Source: an optimization exercise on an open RTL-to-GDS flow (aim: small area). Production flows keep margins and buffers that such runs may drop.
The RTL was checked by simulation tests, not by an equivalence proof against the original design.
No driver is modelled on the clock port, so clock power and skew are understated where the tree is cut down; a real chip needs a root buffer or a tree.
Power is estimated from default activity; no workload was simulated.

==> garnet <==
Design Top_module, start of the top module:
module Top_module(
    input wire clk,
    input wire reset,
    input wire spi_miso,
    output wire spi_mosi,
    output wire spi_sck,
    output wire spi_cs,
    output wire uart_tx
);
export LEC_CHECK = 0
export CAP_MARGIN = 20
export CORE_MARGIN = 2
export CORE_UTILIZATION = 40
export SLEW_MARGIN = 20
create_clock -name core_clock -period 125.0 [get_ports {clk}]
standard.sh (not shown) runs the stock make flow with config.mk's settings and CLKGATE_MAP_FILE= SYNTH_SCRIPT=/design/flow/synth_recipe.tcl, a recipe that flattens the netlist after the stock synthesis.
==> flow/flow/run.sh <==
#!/bin/bash
# Standard synthesis, then the combinational logic is re-mapped by ABC with an
# area-oriented script (registers kept as the standard synthesis made them),
# then the standard layout from that netlist.
set -euo pipefail
R=orfs/results/${FLOW_PLATFORM}/Top_module/base
bash standard.sh synth > synth_standard.log 2>&1
cp $R/1_2_yosys.v standard_1_2_yosys.v
LIB=$(ls ${FLOW_HOME}/platforms/${FLOW_PLATFORM}/lib/sky130_fd_sc_hd__tt_025C_1v80.lib)
export RS_LIB=$LIB RS_IN=standard_1_2_yosys.v RS_OUT=resynth_1_2_yosys.v RS_ABC=flow/area.abc
yosys -c flow/resynth.tcl > resynth.log 2>&1
cp resynth_1_2_yosys.v $R/1_2_yosys.v
rm -f $R/1_synth.odb $R/1_synth.sdc
bash standard.sh synth > synth_odb.log 2>&1
bash standard.sh finish > finish.log 2>&1
==> flow/flow/area.abc <==
strash; dc2; &get -n; &dch -f; &nf -a -R 1000; &put; topo
==> flow/flow/resynth.tcl <==
# Re-map the combinational logic of the standard synthesis netlist with an
# area-oriented ABC script. Flip-flops and tie cells stay as they are.
yosys -import
set lib $::env(RS_LIB)
read_liberty -ignore_miss_func $lib
blackbox sky130_fd_sc_hd__df* sky130_fd_sc_hd__edf* sky130_fd_sc_hd__sdf* sky130_fd_sc_hd__sedf* sky130_fd_sc_hd__dl* sky130_fd_sc_hd__conb_1
read_verilog $::env(RS_IN)
hierarchy -top Top_module
flatten
opt_clean -purge
tee -o resynth_before.stat stat
# the platform's DONT_USE_CELLS
set dont_use {-dont_use sky130_fd_sc_hd__lpflow_bleeder_1 -dont_use sky130_fd_sc_hd__lpflow_clkbufkapwr_1 -dont_use sky130_fd_sc_hd__lpflow_clkbufkapwr_16 -dont_use sky130_fd_sc_hd__lpflow_clkbufkapwr_2 -dont_use sky130_fd_sc_hd__lpflow_clkbufkapwr_4 -dont_use sky130_fd_sc_hd__lpflow_clkbufkapwr_8 -dont_use sky130_fd_sc_hd__lpflow_clkinvkapwr_1 -dont_use sky130_fd_sc_hd__lpflow_clkinvkapwr_16 -dont_use sky130_fd_sc_hd__lpflow_clkinvkapwr_2 -dont_use sky130_fd_sc_hd__lpflow_clkinvkapwr_4 -dont_use sky130_fd_sc_hd__lpflow_clkinvkapwr_8 -dont_use sky130_fd_sc_hd__lpflow_decapkapwr_12 -dont_use sky130_fd_sc_hd__lpflow_decapkapwr_3 -dont_use sky130_fd_sc_hd__lpflow_decapkapwr_4 -dont_use sky130_fd_sc_hd__lpflow_decapkapwr_6 -dont_use sky130_fd_sc_hd__lpflow_decapkapwr_8 -dont_use sky130_fd_sc_hd__lpflow_inputiso0n_1 -dont_use sky130_fd_sc_hd__lpflow_inputiso0p_1 -dont_use sky130_fd_sc_hd__lpflow_inputiso1n_1 -dont_use sky130_fd_sc_hd__lpflow_inputiso1p_1 -dont_use sky130_fd_sc_hd__lpflow_inputisolatch_1 -dont_use sky130_fd_sc_hd__lpflow_isobufsrc_1 -dont_use sky130_fd_sc_hd__lpflow_isobufsrc_16 -dont_use sky130_fd_sc_hd__lpflow_isobufsrc_2 -dont_use sky130_fd_sc_hd__lpflow_isobufsrc_4 -dont_use sky130_fd_sc_hd__lpflow_isobufsrc_8 -dont_use sky130_fd_sc_hd__lpflow_isobufsrckapwr_16 -dont_use sky130_fd_sc_hd__lpflow_lsbuf_lh_hl_isowell_tap_1 -dont_use sky130_fd_sc_hd__lpflow_lsbuf_lh_hl_isowell_tap_2 -dont_use sky130_fd_sc_hd__lpflow_lsbuf_lh_hl_isowell_tap_4 -dont_use sky130_fd_sc_hd__lpflow_lsbuf_lh_isowell_4 -dont_use sky130_fd_sc_hd__lpflow_lsbuf_lh_isowell_tap_1 -dont_use sky130_fd_sc_hd__lpflow_lsbuf_lh_isowell_tap_2 -dont_use sky130_fd_sc_hd__lpflow_lsbuf_lh_isowell_tap_4 -dont_use sky130_fd_sc_hd__probe_p_8 -dont_use sky130_fd_sc_hd__probec_p_8}
abc -liberty $lib {*}$dont_use -script $::env(RS_ABC)
read_liberty -lib -overwrite $lib
hierarchy -top Top_module
splitnets
opt_clean -purge
hilomap -singleton -hicell sky130_fd_sc_hd__conb_1 HI -locell sky130_fd_sc_hd__conb_1 LO
insbuf -buf sky130_fd_sc_hd__buf_4 A X
opt_clean -purge
tee -o resynth_after.stat stat -liberty $lib
check -assert
write_verilog -noattr -nohex -nodec $::env(RS_OUT)
==> amber (differences from garnet) <==
==> flow/run.sh (new file) <==
#!/bin/bash
# synth_recipe.tcl (not shown) runs the flow's synth.tcl, then flattens the netlist and writes it again
# the make line also repeats each setting of config.mk as NAME=value (left out here)
make -C /OpenROAD-flow-scripts/flow DESIGN_CONFIG=/design/flow/config.mk WORK_HOME=/design/flow/orfs CLKGATE_MAP_FILE= SYNTH_SCRIPT=/design/flow/synth_recipe.tcl finish
removed: flow/flow/run.sh
removed: flow/flow/area.abc
removed: flow/flow/resynth.tcl
removed: flow/standard.sh
==> umber (differences from garnet) <==
--- a/flow/design.v
+++ b/flow/design.v
@@ -6,35 +6,39 @@
     output wire spi_mosi,
     output wire spi_sck,
     output wire spi_cs,
     output wire uart_tx
 );
     localparam K_INIT = 3'd0, K_CFG1 = 3'd1, K_CFG2 = 3'd2, K_START = 3'd3,
                K_POLL = 3'd4, K_READ = 3'd5;
     reg in_bit;
+    reg act;
+    reg [6:0] uc;
+    reg [3:0] slot;
+    reg [3:0] ch;
     reg [2:0] kind;      
-    reg [13:0] c;
+    reg [11:0] c;
     reg mosi_r;
     reg status;
     wire in_gap = ~in_bit;
     wire [2:0] byte_i = c[10:8];
     wire [2:0] bit_i  = c[7:5];
     wire [4:0] k      = c[4:0];
     wire b7 = &bit_i;
     wire wrap = in_bit ? (b7 ? (c[4] & c[3] & c[2]) : (c[4] & c[3] & c[1]))
                        : (c[4] & c[3] & c[1] & c[0]);
-    wire [13:0] c_inc = wrap ? {c[13:5] + 9'd1, 5'd0} : c + 14'd1;
+    wire [11:0] c_inc = wrap ? {c[11:5] + 7'd1, 5'd0} : c + 12'd1;
     reg gap_end;
     always @(*) begin
         case (kind)
-            K_INIT:  gap_end = &(c | ~14'd1376);    
-            K_START: gap_end = &(c | ~14'd3432);    
-            K_POLL:  gap_end = status ? (c[1] & c[0]) : &(c | ~14'd3432);
-            K_READ:  gap_end = &(c | ~14'd13716);   
+            K_INIT:  gap_end = &(c | ~12'd1376);    
+            K_START: gap_end = &(c | ~12'd3432);    
+            K_POLL:  gap_end = status ? (c[1] & c[0]) : &(c | ~12'd3432);
+            K_READ:  gap_end = (ch == 4'd11) & (slot == 4'd5) & (uc == 7'd28);  
             default: gap_end = c[1] & c[0];         
         endcase
     end
     reg [2:0] kind_next;
     always @(*) begin
         case (kind)
             K_INIT:  kind_next = K_CFG1;
             K_CFG1:  kind_next = K_CFG2;
@@ -75,27 +79,27 @@
     wire tx_bit = txb[~bit_i];
     wire k0  = (k == 5'd0);
     wire k13 = c[3] & c[2] & ~c[1] & c[0];
     wire sample = in_bit & k13;
     always @(posedge clk or posedge reset) begin
         if (reset) begin
             in_bit <= 1'b0;
             kind <= K_INIT;
-            c <= 14'd0;
+            c <= 12'd0;
             mosi_r <= 1'b0;
         end else begin
             if (in_bit & k0) mosi_r <= tx_bit;
             if (in_gap & gap_end) begin
                 in_bit <= 1'b1;
                 kind <= kind_next;
-                c <= 14'd0;
+                c <= 12'd0;
             end else if (xfer_end) begin
                 in_bit <= 1'b0;
-                c <= 14'd0;
+                c <= 12'd0;
             end else
                 c <= c_inc;
         end
     end
     always @(posedge clk)
         if (sample & (byte_i == 3'd3) & (bit_i == 3'd1))
             status <= spi_miso;
     assign spi_sck  = in_bit & (k >= 5'd14) & (k <= 5'd26);
@@ -103,21 +107,17 @@
     assign spi_mosi = mosi_r;
     reg [27:0] r;
     reg e1, e2, cy;
     reg s;               
     reg zf;              
     reg [3:0] dg;        
     reg run;             
     wire rd_gap = in_gap & (kind == K_READ);
-    wire mulact = rd_gap & (c[13:7] == 7'd0);    
-    reg act;
-    reg [6:0] uc;
-    reg [3:0] slot;
-    reg [3:0] ch;
+    wire mulact = rd_gap & (c[11:7] == 5'd0) & (~act | (ch == 4'd0));    
     reg [19:0] wv;
     always @(*) begin
         case (ch)
             4'd2: wv = 20'd1000000;
             4'd3: wv = 20'd100000;
             4'd4: wv = 20'd10000;
             4'd6: wv = 20'd1000;
             4'd7: wv = 20'd100;
--- a/flow/flow/run.sh
+++ b/flow/flow/run.sh
@@ -7,9 +7,13 @@
 bash standard.sh synth > synth_standard.log 2>&1
 cp $R/1_2_yosys.v standard_1_2_yosys.v
 LIB=$(ls ${FLOW_HOME}/platforms/${FLOW_PLATFORM}/lib/sky130_fd_sc_hd__tt_025C_1v80.lib)
 export RS_LIB=$LIB RS_IN=standard_1_2_yosys.v RS_OUT=resynth_1_2_yosys.v RS_ABC=flow/area.abc
 yosys -c flow/resynth.tcl > resynth.log 2>&1
 cp resynth_1_2_yosys.v $R/1_2_yosys.v
 rm -f $R/1_synth.odb $R/1_synth.sdc
 bash standard.sh synth > synth_odb.log 2>&1
-bash standard.sh finish > finish.log 2>&1
+# Port buffers of the smallest buffer; a small clock tree without dummy loads.
+bash standard.sh \
+  "BUFFER_PORTS_ARGS=-buffer_cell sky130_fd_sc_hd__buf_1" \
+  "CTS_ARGS=-sink_clustering_enable -buf_list sky130_fd_sc_hd__clkbuf_4 -root_buf sky130_fd_sc_hd__clkbuf_4 -dont_use_dummy_load -repair_clock_nets" \
+  finish > finish.log 2>&1
==> flow/flow/area.abc (replaced) <==
strash; &get -n; &deepsyn -T 60; &put; dc2; &get -n; &dch -f; &nf -a -R 1000; &put; topo
- CORE_UTILIZATION: 40 -> 75
- PLACE_DENSITY: not set -> 0.85
==> notes <==
umber ran to the end with no violations. garnet completed with no timing, DRC or antenna violations. amber passed the timing, design-rule and antenna checks.
Fmax, highest first: umber, garnet, amber.
The highest power belongs to amber, the lowest to umber.
Global-route usage, highest first: umber, garnet, amber.
Of amber and umber, amber has the higher count of clock-buffer cells in the layout (gap 2).
Against amber, the cell area of garnet is smaller by about 16%.
Synthesized cell count, lowest first: umber, garnet, amber.
Non-clock buffer count: umber is lower than amber (2).
==> figures <==
quantity                                                                       umber                     garnet                      amber
Crit share post-route                                                          21.9%                      22.1%                      22.6%
Non-clock buffering overhead                                                  0.676%                      1.57%                      1.65%
Placed Instances                                                                 425                        519                        601
Logic depth of the worst register-to-register path                                17                         17                         14
Pwr Total                                                                  0.0334 mW                  0.0440 mW                  0.0441 mW
Row Count                                                                         23                         33                         37
Met2 routing resource usage after global routing                               50.4%                      29.8%                      24.8%
Clock tree root buffer cell                                sky130_fd_sc_hd__clkbuf_4  sky130_fd_sc_hd__clkbuf_8  sky130_fd_sc_hd__clkbuf_8
Outcome                                                               finished clean             finished clean             finished clean
Sequential share of cell area                                                  46.6%                      41.9%                      35.3%
Mapped Area                                                                 3180 µm²                   3420 µm²                   4210 µm²
Starting density of the core                                                   78.9%                      41.5%                      41.0%
Net switching power figure                                                0.00692 mW                  0.0104 mW                 0.00978 mW
Destination of the worst register-to-register timing path                      dg[3]                      dg[3]                      dg[2]
Area post-placement                                                         3260 µm²                   3620 µm²                   4330 µm²
Final weighted congestion in routability-driven placement                      0.980                      0.930                      0.939

---

==> trial 66: inputs <==
Another version of the RTL of Top_module (not shown whole).
// Top_module
module Top_module(
    input wire clk,
    input wire reset,
    input wire spi_miso,
    output wire spi_mosi,
    output wire spi_sck,
    output wire spi_cs,
    output wire uart_tx
);
    localparam K_RST = 3'd0, K_INIT = 3'd1, K_CFG1 = 3'd2, K_CFG2 = 3'd3,
               K_START = 3'd4, K_POLL = 3'd5, K_READ = 3'd6, K_POLLOK = 3'd7;
    reg in_bit;
    wire act;
    reg [6:0] uc;
    reg [3:0] slot;
    reg [3:0] ch;
    reg [2:0] kind;      
    reg [11:0] c;
    reg mosi_r;
    wire in_gap = ~in_bit;
    wire [2:0] byte_i = c[10:8];
    wire [2:0] bit_i  = c[7:5];
    wire [4:0] k      = c[4:0];
    wire b7 = &bit_i;
    wire wrap = in_bit ? (b7 ? (c[4] & c[3] & c[2]) : (c[4] & c[3] & c[1]))
                       : (c[4] & c[3] & c[1] & c[0]);
    wire [11:0] c_inc = wrap ? {c[11:5] + 7'd1, 5'd0} : c + 12'd1;
    reg gap_end;
    always @(*) begin
        case (kind)
            K_INIT:  gap_end = &(c | ~12'd1371);    
            K_RST:   gap_end = 1'b0;
            K_START: gap_end = &(c | ~12'd3432);    
            K_POLL:  gap_end = &(c | ~12'd3432);
            K_READ:  gap_end = ch[3] & ch[2] & slot[2] & slot[0] & uc[4] & uc[3] & uc[2];
            default: gap_end = c[1] & c[0];         
        endcase
    end
    reg [2:0] kind_next;
    always @(*) begin
        case (kind)
            K_INIT:  kind_next = K_CFG1;
            K_CFG1:  kind_next = K_CFG2;
            K_CFG2:  kind_next = K_START;
            K_START: kind_next = K_POLL;
            K_POLL:  kind_next = K_POLL;
            K_POLLOK: kind_next = K_READ;
            default: kind_next = K_START;
        endcase
    end
  ...
export LEC_CHECK = 0
export CAP_MARGIN = 20
export CORE_MARGIN = 2
export CORE_UTILIZATION = 75
export PLACE_DENSITY = 0.85
export SLEW_MARGIN = 20
create_clock -name core_clock -period 125.0 [get_ports {clk}]
==> flow/flow/run.sh <==
#!/bin/bash
# Layout flow: the standard synthesis; its combinational logic re-mapped by
# ABC with area-oriented scripts (registers kept exactly as the standard
# synthesis made them), keeping the smallest of several randomized runs and
# then re-running from the best netlist for a few rounds; then the standard
# layout from that netlist with the smallest port buffers and a small clock
# tree. Each tool writes its full output to a log file here.
set -euo pipefail
R=orfs/results/${FLOW_PLATFORM}/Top_module/base
bash standard.sh synth > synth_standard.log 2>&1
cp $R/1_2_yosys.v standard_1_2_yosys.v
export RS_LIB=${FLOW_HOME}/platforms/${FLOW_PLATFORM}/lib/sky130_fd_sc_hd__tt_025C_1v80.lib

# variant N: deepsyn with seed N from netlist $2, then mapped by &nf or amap
variant() {
  local i=$1 in=$2 map
  if (( i % 2 )); then map="dc2; &get -n; &dch -f; &nf -a -R 1000; &put"; else map="dch -f; amap"; fi
  echo "strash; &get -n; &deepsyn -T 60 -S $i; &put; $map; topo" > area_$i.abc
  RS_IN=$in RS_ABC=area_$i.abc RS_OUT=resynth_$i.v RS_TAG=resynth_$i \
    yosys -c flow/resynth.tcl > resynth_$i.log 2>&1 || true
}
best=""; besta=""
pick() {
  local i a
  for i in "$@"; do
    if [[ -s resynth_$i.v && -s resynth_${i}_after.stat ]]; then
      a=$(awk '/Chip area/ {print $NF}' resynth_${i}_after.stat)
      echo "variant $i: $a" >> resynth_pick.log
      if [[ -z "$besta" ]] || awk -v a="$a" -v b="$besta" 'BEGIN{exit !(a<b)}'; then best=$i; besta=$a; fi
    fi
  done
}
# round 1: eight runs from the standard netlist, four at a time
for batch in "1 2 3 4" "5 6 7 8"; do
  for i in $batch; do variant $i standard_1_2_yosys.v & done
  wait
done
pick 1 2 3 4 5 6 7 8
# rounds 2-4: four runs from the best netlist so far
for round in 2 3 4; do
  if [[ -z "$best" ]]; then break; fi
  from=resynth_$best.v
  ids=""
  for j in 1 2 3 4; do
    i=$(( round * 10 + j ))
    ids="$ids $i"
    variant $i $from &
  done
  wait
  pick $ids
done
if [[ -z "$best" ]]; then
  echo "no variant; keeping the standard netlist" >> resynth_pick.log
  cp standard_1_2_yosys.v resynth_0.v
  best=0
fi
echo "picked variant $best ($besta)" >> resynth_pick.log
cp resynth_$best.v $R/1_2_yosys.v
rm -f $R/1_synth.odb $R/1_synth.sdc
bash standard.sh synth > synth_odb.log 2>&1

KNOBS=("BUFFER_PORTS_ARGS=-buffer_cell sky130_fd_sc_hd__buf_1"
       "CTS_ARGS=-sink_clustering_enable -buf_list sky130_fd_sc_hd__clkbuf_4 -root_buf sky130_fd_sc_hd__clkbuf_4 -dont_use_dummy_load -repair_clock_nets")
bash standard.sh "${KNOBS[@]}" cts > cts.log 2>&1
# upsize the clock buffers whose flip-flops would see a slow clock edge
CLKFIX_RESULTS=$R CLKFIX_LIB=$RS_LIB CLKFIX_PLATFORM=${FLOW_HOME}/platforms/${FLOW_PLATFORM} \
  CLKFIX_CELL=sky130_fd_sc_hd__clkbuf_8 CLKFIX_LIMIT=0.112 \
  openroad -no_init -exit flow/clkfix.tcl > clkfix.log 2>&1 || true
bash standard.sh "${KNOBS[@]}" finish > finish.log 2>&1
==> flow/flow/resynth.tcl <==
# Re-map the combinational logic of the standard synthesis netlist with an
# area-oriented ABC script. Flip-flops and tie cells stay as they are.
yosys -import
set lib $::env(RS_LIB)
read_liberty -ignore_miss_func $lib
blackbox sky130_fd_sc_hd__df* sky130_fd_sc_hd__edf* sky130_fd_sc_hd__sdf* sky130_fd_sc_hd__sedf* sky130_fd_sc_hd__dl* sky130_fd_sc_hd__conb_1
read_verilog $::env(RS_IN)
hierarchy -top Top_module
flatten
opt_clean -purge
tee -o $::env(RS_TAG)_before.stat stat
# the platform's DONT_USE_CELLS
set dont_use {-dont_use sky130_fd_sc_hd__lpflow_bleeder_1 -dont_use sky130_fd_sc_hd__lpflow_clkbufkapwr_1 -dont_use sky130_fd_sc_hd__lpflow_clkbufkapwr_16 -dont_use sky130_fd_sc_hd__lpflow_clkbufkapwr_2 -dont_use sky130_fd_sc_hd__lpflow_clkbufkapwr_4 -dont_use sky130_fd_sc_hd__lpflow_clkbufkapwr_8 -dont_use sky130_fd_sc_hd__lpflow_clkinvkapwr_1 -dont_use sky130_fd_sc_hd__lpflow_clkinvkapwr_16 -dont_use sky130_fd_sc_hd__lpflow_clkinvkapwr_2 -dont_use sky130_fd_sc_hd__lpflow_clkinvkapwr_4 -dont_use sky130_fd_sc_hd__lpflow_clkinvkapwr_8 -dont_use sky130_fd_sc_hd__lpflow_decapkapwr_12 -dont_use sky130_fd_sc_hd__lpflow_decapkapwr_3 -dont_use sky130_fd_sc_hd__lpflow_decapkapwr_4 -dont_use sky130_fd_sc_hd__lpflow_decapkapwr_6 -dont_use sky130_fd_sc_hd__lpflow_decapkapwr_8 -dont_use sky130_fd_sc_hd__lpflow_inputiso0n_1 -dont_use sky130_fd_sc_hd__lpflow_inputiso0p_1 -dont_use sky130_fd_sc_hd__lpflow_inputiso1n_1 -dont_use sky130_fd_sc_hd__lpflow_inputiso1p_1 -dont_use sky130_fd_sc_hd__lpflow_inputisolatch_1 -dont_use sky130_fd_sc_hd__lpflow_isobufsrc_1 -dont_use sky130_fd_sc_hd__lpflow_isobufsrc_16 -dont_use sky130_fd_sc_hd__lpflow_isobufsrc_2 -dont_use sky130_fd_sc_hd__lpflow_isobufsrc_4 -dont_use sky130_fd_sc_hd__lpflow_isobufsrc_8 -dont_use sky130_fd_sc_hd__lpflow_isobufsrckapwr_16 -dont_use sky130_fd_sc_hd__lpflow_lsbuf_lh_hl_isowell_tap_1 -dont_use sky130_fd_sc_hd__lpflow_lsbuf_lh_hl_isowell_tap_2 -dont_use sky130_fd_sc_hd__lpflow_lsbuf_lh_hl_isowell_tap_4 -dont_use sky130_fd_sc_hd__lpflow_lsbuf_lh_isowell_4 -dont_use sky130_fd_sc_hd__lpflow_lsbuf_lh_isowell_tap_1 -dont_use sky130_fd_sc_hd__lpflow_lsbuf_lh_isowell_tap_2 -dont_use sky130_fd_sc_hd__lpflow_lsbuf_lh_isowell_tap_4 -dont_use sky130_fd_sc_hd__probe_p_8 -dont_use sky130_fd_sc_hd__probec_p_8}
abc -liberty $lib {*}$dont_use -script $::env(RS_ABC)
read_liberty -lib -overwrite $lib
hierarchy -top Top_module
splitnets
opt_clean -purge
hilomap -singleton -hicell sky130_fd_sc_hd__conb_1 HI -locell sky130_fd_sc_hd__conb_1 LO
insbuf -buf sky130_fd_sc_hd__buf_4 A X
opt_clean -purge
tee -o $::env(RS_TAG)_after.stat stat -liberty $lib
check -assert
write_verilog -noattr -nohex -nodec $::env(RS_OUT)
Other scripts of this flow, unchanged in this note and not shown: flow/flow/clkfix.tcl
==> inputs of build 59, as changes to trial 66 <==
--- a/flow/design.v
+++ b/flow/design.v
@@ -178,15 +178,16 @@
         if (pend) run <= window | (act & run & (s ^ flip));
     wire ustart = rd_gap & c[2] & ~act;
     wire slot_end = slot9 ? (uc[6] & uc[5] & uc[3]) :
                                      (uc[6] & uc[5] & uc[2] & uc[1] & uc[0]);
     assign act = (ch != 4'd0);
-    always @(posedge clk)
-        if (kind == K_RST)
+    always @(posedge clk or posedge reset) begin
+        if (reset)
             ch <= 4'd0;
         else if (ustart | (act & slot_end & slot9))
             ch <= ch + 4'd1;
+    end
     always @(posedge clk) begin
         if (ustart) begin
             uc <= 7'd0;
             slot <= 4'd0;
         end else if (slot_end) begin
@@ -217,7 +218,7 @@
     always @(*) begin
         if (slot == 4'd0) dbit = 1'b0;
         else if (slot9) dbit = 1'b1;
         else dbit = chr[db];
     end
-    assign uart_tx = ~act | dbit | (kind == K_RST);
+    assign uart_tx = ~act | dbit;
 endmodule
==> flow/flow/run.sh (replaced) <==
#!/bin/bash
# Standard synthesis, then the combinational logic is re-mapped by ABC with
# area-oriented scripts (registers kept as the standard synthesis made them;
# eight variants, the smallest netlist is kept), then the standard layout from
# that netlist with the smallest port buffers and a small clock tree.
set -euo pipefail
R=orfs/results/${FLOW_PLATFORM}/Top_module/base
bash standard.sh synth > synth_standard.log 2>&1
cp $R/1_2_yosys.v standard_1_2_yosys.v
export RS_LIB=${FLOW_HOME}/platforms/${FLOW_PLATFORM}/lib/sky130_fd_sc_hd__tt_025C_1v80.lib
export RS_IN=standard_1_2_yosys.v
# eight variants: four deepsyn seeds, each mapped two ways; four at a time
variant() {
  local i=$1 seed=$(( ($1 - 1) % 4 + 1 ))
  if (( i <= 4 )); then
    echo "strash; &get -n; &deepsyn -T 60 -S $seed; &put; dc2; &get -n; &dch -f; &nf -a -R 1000; &put; topo" > area_$i.abc
  else
    echo "strash; &get -n; &deepsyn -T 60 -S $seed; &put; dch -f; amap; topo" > area_$i.abc
  fi
  RS_ABC=area_$i.abc RS_OUT=resynth_$i.v RS_TAG=resynth_$i \
    yosys -c flow/resynth.tcl > resynth_$i.log 2>&1 || true
}
for i in 1 2 3 4; do variant $i & done
wait
for i in 5 6 7 8; do variant $i & done
wait
best=""; besta=""
for i in 1 2 3 4 5 6 7 8; do
  if [[ -s resynth_$i.v && -s resynth_${i}_after.stat ]]; then
    a=$(awk '/Chip area/ {print $NF}' resynth_${i}_after.stat)
    echo "variant $i: $a" >> resynth_pick.log
    if [[ -z "$besta" ]] || awk -v a="$a" -v b="$besta" 'BEGIN{exit !(a<b)}'; then best=$i; besta=$a; fi
  fi
done
echo "picked variant $best ($besta)" >> resynth_pick.log
cp resynth_$best.v $R/1_2_yosys.v
rm -f $R/1_synth.odb $R/1_synth.sdc
bash standard.sh synth > synth_odb.log 2>&1
KNOBS=("BUFFER_PORTS_ARGS=-buffer_cell sky130_fd_sc_hd__buf_1"
       "CTS_ARGS=-sink_clustering_enable -buf_list sky130_fd_sc_hd__clkbuf_4 -root_buf sky130_fd_sc_hd__clkbuf_4 -dont_use_dummy_load -repair_clock_nets")
bash standard.sh "${KNOBS[@]}" cts > cts.log 2>&1
# upsize the clock buffers whose flip-flops would see a slow clock edge
CLKFIX_RESULTS=$R CLKFIX_LIB=$RS_LIB CLKFIX_PLATFORM=${FLOW_HOME}/platforms/${FLOW_PLATFORM} \
  CLKFIX_CELL=sky130_fd_sc_hd__clkbuf_8 CLKFIX_LIMIT=0.112 \
  openroad -no_init -exit flow/clkfix.tcl > clkfix.log 2>&1
bash standard.sh "${KNOBS[@]}" finish > finish.log 2>&1
==> inputs of trial 37, as changes to trial 66 <==
--- a/flow/flow/run.sh
+++ b/flow/flow/run.sh
@@ -60,10 +60,17 @@
 bash standard.sh synth > synth_odb.log 2>&1
 
 KNOBS=("BUFFER_PORTS_ARGS=-buffer_cell sky130_fd_sc_hd__buf_1"
        "CTS_ARGS=-sink_clustering_enable -buf_list sky130_fd_sc_hd__clkbuf_4 -root_buf sky130_fd_sc_hd__clkbuf_4 -dont_use_dummy_load -repair_clock_nets")
 bash standard.sh "${KNOBS[@]}" cts > cts.log 2>&1
-# upsize the clock buffers whose flip-flops would see a slow clock edge
-CLKFIX_RESULTS=$R CLKFIX_LIB=$RS_LIB CLKFIX_PLATFORM=${FLOW_HOME}/platforms/${FLOW_PLATFORM} \
-  CLKFIX_CELL=sky130_fd_sc_hd__clkbuf_8 CLKFIX_LIMIT=0.112 \
-  openroad -no_init -exit flow/clkfix.tcl > clkfix.log 2>&1 || true
+# Clock tree: four buffers straight from the clock port, one per balanced
+# cluster of flip-flops. If their clock slew comes out too high, keep the CTS
+# tree and upsize its slow buffers instead.
+export CLKTREE_RESULTS=$R CLKTREE_LIB=$RS_LIB CLKTREE_PLATFORM=${FLOW_HOME}/platforms/${FLOW_PLATFORM}
+if ! CLKTREE_N=4 CLKTREE_CELL=sky130_fd_sc_hd__clkbuf_8 CLKTREE_BIG=sky130_fd_sc_hd__clkbuf_16 \
+     CLKTREE_UPSIZE=0.105 CLKTREE_LIMIT=0.108 \
+     openroad -no_init -exit flow/clktree.tcl > clktree.log 2>&1; then
+  CLKFIX_RESULTS=$R CLKFIX_LIB=$RS_LIB CLKFIX_PLATFORM=${FLOW_HOME}/platforms/${FLOW_PLATFORM} \
+    CLKFIX_CELL=sky130_fd_sc_hd__clkbuf_8 CLKFIX_LIMIT=0.112 \
+    openroad -no_init -exit flow/clkfix.tcl > clkfix.log 2>&1 || true
+fi
 bash standard.sh "${KNOBS[@]}" finish > finish.log 2>&1
==> flow/flow/clktree.tcl (new file) <==
# Replace the clock tree made by CTS with CLKTREE_N buffers of CLKTREE_CELL
# driven straight from the clock port, one per cluster of flip-flops
# (k-means on their placement). The clock port then drives CLKTREE_N pins.
set R $::env(CLKTREE_RESULTS)
read_db $R/4_cts.odb
read_liberty $::env(CLKTREE_LIB)
read_sdc $R/4_cts.sdc
source $::env(CLKTREE_PLATFORM)/setRC.tcl
set db [ord::get_db]
set block [ord::get_db_block]
set K $::env(CLKTREE_N)
set master [$db findMaster $::env(CLKTREE_CELL)]
set clkport [$block findBTerm clk]
set clknet [$clkport getNet]

# flip-flop clock pins
set sinks {}
foreach inst [$block getInsts] {
  set it [$inst findITerm CLK]
  if { $it != "NULL" && [$it getNet] != "NULL" } { lappend sinks $inst }
}
puts "clock sinks: [llength $sinks]"

# remove the tree: every buffer/inverter on the clock network
set removed 0
set again 1
while { $again } {
  set again 0
  foreach it [$clknet getITerms] {
    set inst [$it getInst]
    set m [[$inst getMaster] getName]
    if { [string match *clkbuf* $m] || [string match *clkinv* $m] || [string match *buf* $m] } {
      set onet [[$inst findITerm X] getNet]
      if { $onet == "NULL" } { continue }
      foreach oit [$onet getITerms] {
        if { [$oit getInst] != $inst } { $oit disconnect; $oit connect $clknet }
      }
      $it disconnect
      odb::dbInst_destroy $inst
      odb::dbNet_destroy $onet
      incr removed
      set again 1
      break
    }
  }
}
puts "removed $removed clock tree cells"

# k-means on sink locations
proc center { inst } {
  set b [$inst getBBox]
  return [list [expr { ([$b xMin] + [$b xMax]) / 2.0 }] [expr { ([$b yMin] + [$b yMax]) / 2.0 }]]
}
set pts {}
foreach s $sinks { lappend pts [center $s] }
set xs [lsort -real [lmap p $pts {lindex $p 0}]]
# initial centers spread along a sorted order of x+y
set order [lsort -real -index 0 [lmap p $pts {list [expr {[lindex $p 0] + [lindex $p 1]}] $p}]]
set cents {}
for { set i 0 } { $i < $K } { incr i } {
  set idx [expr { int(($i + 0.5) * [llength $order] / $K) }]
  lappend cents [lindex [lindex $order $idx] 1]
}
# balanced clusters: pairs (sink, center) by distance, each center takes at
# most ceil(sinks / K) sinks; then the centers move to their clusters' means
set cap [expr { ([llength $pts] + $K - 1) / $K }]
for { set iter 0 } { $iter < 30 } { incr iter } {
  set pairs {}
  set j 0
  foreach p $pts {
    for { set i 0 } { $i < $K } { incr i } {
      set c [lindex $cents $i]
      lappend pairs [list [expr { abs([lindex $p 0] - [lindex $c 0]) + abs([lindex $p 1] - [lindex $c 1]) }] $j $i]
    }
    incr j
  }
  set assign [lrepeat [llength $pts] -1]
  set load [lrepeat $K 0]
  foreach pr [lsort -real -index 0 $pairs] {
    lassign $pr d j i
    if { [lindex $assign $j] < 0 && [lindex $load $i] < $cap } {
      lset assign $j $i
      lset load $i [expr { [lindex $load $i] + 1 }]
    }
  }
  set new {}
  for { set i 0 } { $i < $K } { incr i } {
    set sx 0; set sy 0; set n 0
    foreach p $pts a $assign { if { $a == $i } { set sx [expr {$sx + [lindex $p 0]}]; set sy [expr {$sy + [lindex $p 1]}]; incr n } }
    if { $n > 0 } { lappend new [list [expr {$sx / $n}] [expr {$sy / $n}]] } else { lappend new [lindex $cents $i] }
  }
  set cents $new
}

# one buffer per cluster, at the cluster's center
for { set i 0 } { $i < $K } { incr i } {
  set c [lindex $cents $i]
  set buf [odb::dbInst_create $block $master clktree_$i]
  $buf setLocation [expr { int([lindex $c 0]) }] [expr { int([lindex $c 1]) }]
  $buf setPlacementStatus PLACED
  [$buf findITerm A] connect $clknet
  set net [odb::dbNet_create $block clknet_tree_$i]
  $net setSigType CLOCK
  [$buf findITerm X] connect $net
  set n 0
  foreach s $sinks a $assign {
    if { $a == $i } {
      set it [$s findITerm CLK]
      $it disconnect
      $it connect $net
      incr n
    }
  }
  puts "buffer clktree_$i: $n flip-flops"
}
global_connect
detailed_placement
check_placement
set_propagated_clock [all_clocks]
estimate_parasitics -placement
proc worst_slew {} {
  set mx 0
  foreach p [get_pins -hierarchical */CLK] { set s [get_property $p slew_max]; if { $s > $mx } { set mx $s } }
  return $mx
}
# a cluster whose flip-flops see too slow a clock edge gets the bigger buffer
set big [$db findMaster $::env(CLKTREE_BIG)]
for { set i 0 } { $i < $K } { incr i } {
  set mx 0
  foreach p [get_pins -of_objects [get_nets clknet_tree_$i] -filter "direction == input"] {
    set s [get_property $p slew_max]; if { $s > $mx } { set mx $s }
  }
  puts [format "cluster %d: worst flip-flop clock slew %.4f" $i $mx]
  if { $mx > $::env(CLKTREE_UPSIZE) } {
    [$block findInst clktree_$i] swapMaster $big
    puts "  clktree_$i is now $::env(CLKTREE_BIG)"
  }
}
detailed_placement
check_placement
estimate_parasitics -placement
set mx [worst_slew]
puts [format "worst flip-flop clock slew %.4f" $mx]
if { $mx > $::env(CLKTREE_LIMIT) } { error "clock slew over the limit" }
write_db $R/4_cts.odb
==> notes <==
Fmax, highest first: trial 37, trial 66, build 59.
The highest sequential share of layout area belongs to trial 37, the lowest to trial 66.
Utilization: build 59 > trial 66 > trial 37.
Synthesized cell count is the same in trial 66 and trial 37.
Non-clock buffer count is the same in build 59 and trial 66.
Clock skew, lowest first: trial 37, build 59, trial 66.
In trial 37 the clock power is smaller than in trial 66, by about 20%.
Hold slack, highest first: trial 37, build 59, trial 66.
Sequential cell count is the same in trial 37 and trial 66.
Power: trial 66 > build 59 > trial 37.
The clock cells of trial 37 come from the design's own scripts or RTL, not from TritonCTS.

[static timing again, ports no longer ideal]
The results above use ideal ports. As a check the final layouts listed here were re-extracted and re-timed, cells and wires unchanged.
Step 1: set_driving_cell puts a clkbuf_16 on clk and a buf_2 on each other input, an assumption about the parent block.
Step 2 also shifts input and output timing later by t, the mid clock arrival at the registers, as if the neighbouring blocks saw the same clock.
Three values: ideal, step 1, step 2; two values: the first two.
run | shift t [ns] | slack for setup (ns) | worst setup path after step 2 | slew at the worst register clock pin (ns) | cell pins on the clock port's net
garnet | 0.382 | 97.364 / 97.334 / 97.716 | register to output | 0.09 / 0.09 | 1
amber | 0.380 | 96.758 / 96.722 / 97.102 | register to output | 0.09 / 0.09 | 1
umber | 0.422 | 97.591 / 97.567 / 97.989 | register to output | 0.12 / 0.12 | 1
trial 66 | 0.416 | 97.777 / 97.751 / 98.167 | register to output | 0.11 / 0.11 | 1
build 59 | 0.427 | 97.346 / 97.319 / 97.747 | register to output | 0.09 / 0.09 | 1
trial 37 | 0.213 | 98.020 / 97.962 / 98.176 | register to output | 0.11 / 0.11 | 4
After both steps every run listed still meets setup and hold.
